Source: an optimization exercise on an open RTL-to-GDS flow (aim: a short achievable clock period and few clock cycles). Production flows keep margins and buffers that such runs may drop.
For this run, only the layout was checked, not whether the RTL still works.
No activity file was given, so power comes from the tool's default toggle rates.

===== config.mk =====
export PLATFORM = sky130hd
export DESIGN_NAME = cpu
export DESIGN_NICKNAME = cpu
export VERILOG_FILES = /design/flow/design.v
export SDC_FILE = /design/flow/constraint.sdc
export NUM_CORES = 4
export LEC_CHECK = 0
export ABC_CLOCK_PERIOD_IN_PS = 2000
export CAP_MARGIN = 20
export CORE_MARGIN = 2
export CORE_UTILIZATION = 25
export SETUP_SLACK_MARGIN = 2.0
export SLEW_MARGIN = 20

===== constraint.sdc =====
create_clock -name core_clock -period 4.0 [get_ports {clk}]
set_input_delay 0.8000 -clock core_clock [delete_from_list [all_inputs] [get_ports {clk}]]
set_output_delay 0.8000 -clock core_clock [all_outputs]
set_load 0.01 [all_outputs]

===== design.v =====
`timescale 1ns / 1ps
module cpu
#(
    parameter ADDR_WIDTH = 16,
    parameter DATA_WIDTH = 16
)
(
    input clk,
    input reset_n,
    input [DATA_WIDTH-1:0] data_in,
    output [ADDR_WIDTH-1:0] addr,
    output [DATA_WIDTH-1:0] data_out,
    output we_n
);
function [15:0] inc16(input [15:0] a);
    reg [15:0] c;
    integer i, l;
    begin
        c = a;               
        for (l = 1; l < 16; l = l * 2)
            for (i = 15; i >= 0; i = i - 1)
                if (i >= l) c[i] = c[i] & c[i - l];
        inc16 = a ^ {c[14:0], 1'b1};
    end
endfunction
function [16:0] addgt(input [15:0] g0, input [15:0] t0);
    reg [15:0] g, p, gn, pn;
    integer i, l;
    begin
        g = g0;
        p = t0;
        for (l = 1; l < 16; l = l * 2) begin
            gn = g; pn = p;
            for (i = 0; i < 16; i = i + 1)
                if (i >= l) begin
                    gn[i] = g[i] | (p[i] & g[i - l]);
                    pn[i] = p[i] & p[i - l];
                end
            g = gn; p = pn;
        end
        addgt = {g[15], t0 ^ {g[14:0], 1'b0}};
    end
endfunction
reg [15:0] A;        
reg [15:0] DO;       
reg        WEN;      
reg [15:0] PC;       
reg [15:0] AC;
reg        E;
reg [15:0] DG, DT;   
reg        pend;     
reg sF, sI, sR, sW, sH;
reg oAND, oADD, oLDA, oSTA, oBUN, oBSA, oISZ;
reg zskip;           
reg xv;
reg xcla, xcle, xcma, xcme, xcir, xcil, xinc, xspa, xsna, xsza, xsze, xhlt;
assign addr = A;
assign data_out = DO;
assign we_n = WEN;
wire [2:0] op = data_in[14:12];
wire       ib = data_in[15];
wire [11:0] f = data_in[11:0];
wire op7 = (op == 3'd7);
wire rr = op7 & ~ib;
wire zh = ~|f[11:8];
wire zm = ~|f[7:4];
wire zl = ~|f[3:0];
wire [15:0] pc1 = inc16(PC);
wire [16:0] sum = addgt(DG, DT);
wire [15:0] ac_now = pend ? sum[15:0] : AC;
wire acz = ~|AC;
wire xskip = (xspa & ~AC[15]) | (xsna & AC[15]) | (xsza & acz) | (xsze & ~E);
wire [15:0] xac = ({16{xcma}} & ~AC) |
                  ({16{xcir}} & {E, AC[15:1]}) |
                  ({16{xcil}} & {AC[14:0], E}) |
                  ({16{xinc}} & inc16(AC)) |
                  ({16{~(xcla | xcma | xcir | xcil | xinc)}} & AC);
wire xe = (~(xcle | xcme | xcir | xcil) & E) | (xcme & ~E) | (xcir & AC[0]) | (xcil & AC[15]);
wire drop = xv & (xskip | xhlt);
wire [15:0] ac_st = xv ? xac : ac_now;
always @(posedge clk or negedge reset_n) begin
    if (!reset_n) begin
        A <= 16'd0;
        DO <= 16'd0;
        WEN <= 1'b1;
        PC <= 16'd0;
        AC <= 16'd0;
        E <= 1'b0;
        DG <= 16'd0;
        DT <= 16'd0;
        pend <= 1'b0;
        sF <= 1'b1; sI <= 1'b0; sR <= 1'b0; sW <= 1'b0; sH <= 1'b0;
        oAND <= 1'b0; oADD <= 1'b0; oLDA <= 1'b0; oSTA <= 1'b0;
        oBUN <= 1'b0; oBSA <= 1'b0; oISZ <= 1'b0;
        zskip <= 1'b0;
        xv <= 1'b0;
        xcla <= 1'b0; xcle <= 1'b0; xcma <= 1'b0; xcme <= 1'b0; xcir <= 1'b0; xcil <= 1'b0;
        xinc <= 1'b0; xspa <= 1'b0; xsna <= 1'b0; xsza <= 1'b0; xsze <= 1'b0; xhlt <= 1'b0;
    end else begin
        if (pend) begin
            AC <= sum[15:0];
            E <= sum[16];
            pend <= 1'b0;
        end
        if (xv) begin
            AC <= xac;
            E <= xe;
            xv <= 1'b0;
        end
        if (sF) begin
            if (drop) begin
                if (xhlt) begin
                    sF <= 1'b0;
                    sH <= 1'b1;
                end else begin
                    A <= pc1;
                    PC <= pc1;
                end
            end else begin
                oAND <= (op == 3'd0);
                oADD <= (op == 3'd1);
                oLDA <= (op == 3'd2);
                oSTA <= (op == 3'd3);
                oBUN <= (op == 3'd4);
                oBSA <= (op == 3'd5);
                oISZ <= (op == 3'd6);
                if (op7) begin
                    A <= pc1;
                    PC <= pc1;
                    xv <= 1'b1;
                    xcla <= rr & (f[11:8] == 4'h8) & zm & zl;
                    xcle <= rr & (f[11:8] == 4'h4) & zm & zl;
                    xcma <= rr & (f[11:8] == 4'h2) & zm & zl;
                    xcme <= rr & (f[11:8] == 4'h1) & zm & zl;
                    xcir <= rr & zh & (f[7:4] == 4'h8) & zl;
                    xcil <= rr & zh & (f[7:4] == 4'h4) & zl;
                    xinc <= rr & zh & (f[7:4] == 4'h2) & zl;
                    xspa <= rr & zh & (f[7:4] == 4'h1) & zl;
                    xsna <= rr & zh & zm & (f[3:0] == 4'h8);
                    xsza <= rr & zh & zm & (f[3:0] == 4'h4);
                    xsze <= rr & zh & zm & (f[3:0] == 4'h2);
                    xhlt <= ib | (zh & zm & (f[3:0] == 4'h1));
                end else if (op == 3'd4 && !ib) begin
                    A <= {4'd0, f};
                    PC <= {4'd0, f};
                end else begin
                    A <= {4'd0, f};
                    PC <= pc1;
                    sF <= 1'b0;
                    if (ib) begin
                        sI <= 1'b1;
                    end else if (op == 3'd3 || op == 3'd5) begin
                        sW <= 1'b1;
                        WEN <= 1'b0;
                        DO <= (op == 3'd3) ? ac_st : pc1;
                    end else begin
                        sR <= 1'b1;
                    end
                end
            end
        end
        if (sI) begin
            A <= data_in;
            sI <= 1'b0;
            if (oBUN) begin
                PC <= data_in;
                sF <= 1'b1;
            end else if (oSTA | oBSA) begin
                sW <= 1'b1;
                WEN <= 1'b0;
                DO <= oSTA ? AC : PC;
            end else begin
                sR <= 1'b1;
            end
        end
        if (sR) begin
            sR <= 1'b0;
            if (oISZ) begin
                DO <= inc16(data_in);
                zskip <= &data_in;
                WEN <= 1'b0;
                sW <= 1'b1;
            end else begin
                if (oAND) AC <= AC & data_in;
                if (oADD) begin DG <= AC & data_in; DT <= AC ^ data_in; pend <= 1'b1; end
                if (oLDA) AC <= data_in;
                A <= PC;
                sF <= 1'b1;
            end
        end
        if (sW) begin
            WEN <= 1'b1;
            sW <= 1'b0;
            sF <= 1'b1;
            if (oBSA) begin
                A <= inc16(A);
                PC <= inc16(A);
            end else if (oISZ & zskip) begin
                A <= pc1;
                PC <= pc1;
            end else begin
                A <= PC;
            end
        end
    end
end
endmodule

===== run.sh =====
#!/bin/bash
# synth_recipe.tcl (not shown) runs the flow's synth.tcl, then flattens the netlist and writes it again
# the make line also repeats each setting of config.mk as NAME=value (left out here)
make -C /OpenROAD-flow-scripts/flow DESIGN_CONFIG=/design/flow/config.mk WORK_HOME=/design/flow/orfs CLKGATE_MAP_FILE= SYNTH_SCRIPT=/design/flow/synth_recipe.tcl finish

==> impl_metrics.tcl <==
set metrics [dict create \
    fillerInstances 3994 \
    synth_edf_count 0 \
    synth_warnings 1 \
    drv_cap 0 \
    regArea_mm2 0.003149 \
    track_usage 0.2019 \
    syn_area_mm2 0.009945 \
    via_count 11253 \
    die-area_mm2 0.04139 \
    cts_tree "done" \
    ctsRootBufferMaster "clkbuf_16" \
    drt_wl_total_um 42600 \
    rows 73 \
    postLayoutCoreUtil 0.3623 \
    synthTopCellsByArea "dfrtp_1, a21oi_1, nand2_1" \
    drt_iter0_markers 1280 \
    final_nets 1444 \
    skew_ps 9.564 \
    slowest_stage "dfrtp_2" \
    worstHoldPathType "in2async" \
    first_global_vias 11037 \
    hold_viol_final 0 \
    async_flop_share 1.000 \
    pin_count 51 \
    start_kind "flop" \
    finalMaxSlewViolations 0 \
    cts.sink_count 124 \
    routedWlPerCell_um 21.97 \
    fin_setup_tns_ps 0 \
    initial_utilization 0.2520 \
    min_period_ps 2661 \
    whs_ps 389.3 \
    chipHeight_um 203.4 \
    crit_buf_inv 2 \
    setup_viol 0 \
    synth_most_common_cell "nand2_1" \
    ys_seq_area_frac 0.3123 \
    tightest_slew_ps 1120 \
    core_area_mm2 0.03946 \
    drive_above_1_share 0.3678 \
    worstPathMaxFanout 8 \
    detail-route-antenna-nets 0 \
    ir_worst_vdd_uv 287.9 \
    finalCritPeriodShare 0.6653 \
    io_buffers 50 \
    dpl.hpwl_um 28140 \
    clock.fmax_mhz 375.7 \
    syn2layout_area_growth_pct 43.76 \
    multi_input_area_mm2 0.007561 \
    grt_max_degree 69 \
    end_kind "flop" \
    crit_arrival_ps 3030 \
    path_class "reg2reg" \
    grt_pass1_wl_um 65270 \
    numCtsBuffers 17 \
    critical_path_required_ps 4370 \
    ys_types 74 \
    netlist_instances 1273 \
    drt_pre_antenna_iters 8 \
    cpMostUsedCell "a21oi_1" \
    gp_congestion 0.9323 \
    path_delay_family "compound AO/OA/AOI/OAI gates" \
    ys_ff_latch 124 \
    fin_area_mm2 0.01430 \
    slew_headroom 0.2527 \
    drc 0 \
    num_antenna_cells 0 \
    cts_htree_levels 4 \
    antenna_found_initial 0 \
    syn-num-nets 1316 \
    crit_chain "nor4_2, nand4_1, a31oi_4, buf_6, mux2_4, buf_12, nor3b_2, a21oi_1, o211ai_1, o21ai_1, a21oi_1" \
    avgSynthCellArea_um2 7.812 \
    outcome "timing/DRC/antenna clean" \
    chipWidth_um 203.4 \
    synth_commonest_cells "nand2_1, dfrtp_1, a21oi_1" \
    clkLatencyLatePin_ps 450 \
    worst_path_largest_cell_delay_ps 500 \
    synth_top_area_cell "dfrtp_1" \
    power_density_mw_per_mm2 673.1 \
    p_leak_nw 5.662 \
    clkTransAtPathRegs_ps 60 \
    clockBufferDepth 2 \
    rsz0062_at_grt "yes" \
    routed_via_density 5.804 \
    synth_top_area_share 0.3070 \
    synth_ff_type "dfrtp_1" \
    placed_area_mm2 0.01126 \
    grt_overflow 0 \
]
-- final cells by class --
| type | instances | area share |
|---|---|---|
| clock buffers | 18 | 0.03002 |
| well taps | 525 | 0.04595 |
| inverters | 36 | 0.009890 |
| clock inverters | 14 | 0.01365 |
| flip-flops and latches | 124 | 0.2203 |
| multi-input cells | 997 | 0.5289 |
| repair buffers | 225 | 0.1513 |
-- metal layers --
layer / GRT usage / wire [um] / up-vias
met5: 0 / 0 / -
met4: 0.1165 / 2289 / 0
met3: 0.03036 / 3021 / 155
met2: 0.3240 / 19890 / 632
met1: 0.2585 / 17400 / 5493
li1: - / - / 4973
-- cell families after synthesis --
kind of cell,share of synthesized area
multiplexers,0.05762
AO/OA/AOI/OAI,0.2955
AND/OR/NAND/NOR,0.1955
flip-flops,0.3123
buffers and inverters,0.06001
adder cells (fa/ha/maj),0.03145
XOR/XNOR,0.04756
-- worst reg2reg max path: stages, from the launching register on --
cell and delay [ps]:
dfrtp_2 500, nor4_2 310, nand4_1 190, a31oi_4 300, buf_6 170, mux2_4 360, buf_12 160, nor3b_2 150
a21oi_1 60, o211ai_1 170, o21ai_1 90, a21oi_1 130
-- state kept, by name, indices dropped and copies added (netlist names), 16 cells and up --
signal  count
PC         16
DG         16
DT         16
DO         16
A          16
AC         16
-- path summary, 6_finish.rpt --
path	startpoint	endpoint	slack, ps	cells past startpoint
setup / recovery	AC[14]$_DFF_PN0_	A[15]$_DFF_PN0_	1340	11
hold reg to reg	xsze$_DFFE_PN0P_	xsze$_DFFE_PN0P_	490	2
max in group asynchronous	reset_n	WEN$_DFF_PN1_	2670	2
setup reg to reg	AC[14]$_DFF_PN0_	A[15]$_DFF_PN0_	1340	11
hold / removal	reset_n	DT[9]$_DFFE_PN0P_	390	1
min in group core_clock	xsze$_DFFE_PN0P_	xsze$_DFFE_PN0P_	490	2
-- where the power goes --
| part | leakage [nW] | internal [mW] | total (mW) | switching, mW |
|---|---|---|---|---|
| Combinational | 3.88 | 2.48 | 5.36 | 2.89 |
| Clock | 0.293 | 1.04 | 1.71 | 0.668 |
| Sequential | 1.49 | 1.75 | 2.55 | 0.798 |
| Total | 5.66 | 5.27 | 9.62 | 4.35 |
-- cells in the final DEF (no fill, tap or decap), types with 8 or more instances in the layout --
master | synthesis | final
ha_1 | 25 | 20
a211oi_2 | 0 | 20
o21a_1 | 9 | 8
dlygate4sd2_1 | 0 | 24
o41ai_2 | 0 | 9
xor2_1 | 22 | 18
nand2_2 | 0 | 18
clkdlybuf4s15_1 | 0 | 10
dfrtp_2 | 0 | 32
o211ai_1 | 13 | 13
nand2b_1 | 13 | 8
a211oi_1 | 33 | 12
or3_1 | 9 | 8
nor2_1 | 110 | 96
buf_6 | 0 | 49
clkbuf_16 | 0 | 17
nand2_1 | 140 | 117
dfrtp_1 | 122 | 90
mux2i_1 | 10 | 10
o21ai_1 | 20 | 43
o21ai_0 | 86 | 45
nand4_1 | 12 | 12
nor2_2 | 1 | 8
o21ai_2 | 0 | 15
a21o_1 | 10 | 10
mux2_2 | 42 | 41
buf_4 | 0 | 114
o31ai_1 | 12 | 11
inv_1 | 33 | 28
nand3_1 | 47 | 37
nand3_2 | 0 | 9
xnor2_1 | 32 | 30
o22ai_1 | 25 | 19
a21oi_1 | 116 | 90
a221oi_2 | 1 | 14
a31oi_1 | 23 | 21
nor3_1 | 26 | 14
buf_12 | 0 | 9
a221o_1 | 14 | 14
a21oi_2 | 0 | 21
-- timing repair --
| item | CTS | global route |
|---|---|---|
| gates cloned | 6 | 0 |
| buffers inserted | 84 | 36 |
| hold buffers | 0 | 0 |
| endpoints found under the setup margin | 124 | 133 |
| pin swaps | 104 | 91 |
| resized for setup | 336 | 87 |
-- per-stage QoR --
stage / instances / power (mW) / worst slack (ps)
6_report: 1939 / 9.623 / 1339
5_1_grt: 1939 / 10.14 / 1238
4_1_cts: 1903 / 9.117 / 1329
3_5_place_dp: 1781 / 6.600 / 513.8
3_3_place_gp: 1781 / 6.540 / 561.8
2_1_floorplan: 1273 / 5.158 / 1569

## port drivers added, routing unchanged
The results above use ideal ports. As a check the final layout listed here was re-extracted and re-timed, cells and wires unchanged.
Step 1 assumes that a clkbuf_16 drives the clock port and a buf_2 every other input.
Step 2 times the ports against the registers' clock, not the clock port: input delays grow and output delays shrink by t, the midpoint of the rising clock arrivals with the driver on.
a / b / c = no drivers / after step 1 / after step 2; a / b = the first two.
shift t [ns]: 0.488
setup slack, ns: 1.339 / 1.339 / 1.099
latest minus earliest clock arrival (ns): 0.010 / 0.009
worst register clock-pin slew, ns: 0.07 / 0.07
worst slew at a driven data input, ns: 0.05
After both steps setup and hold are still met in this run. For this run, drivers alone change the setup slack by 0.000 ns; drivers and shift together by -0.240 ns.
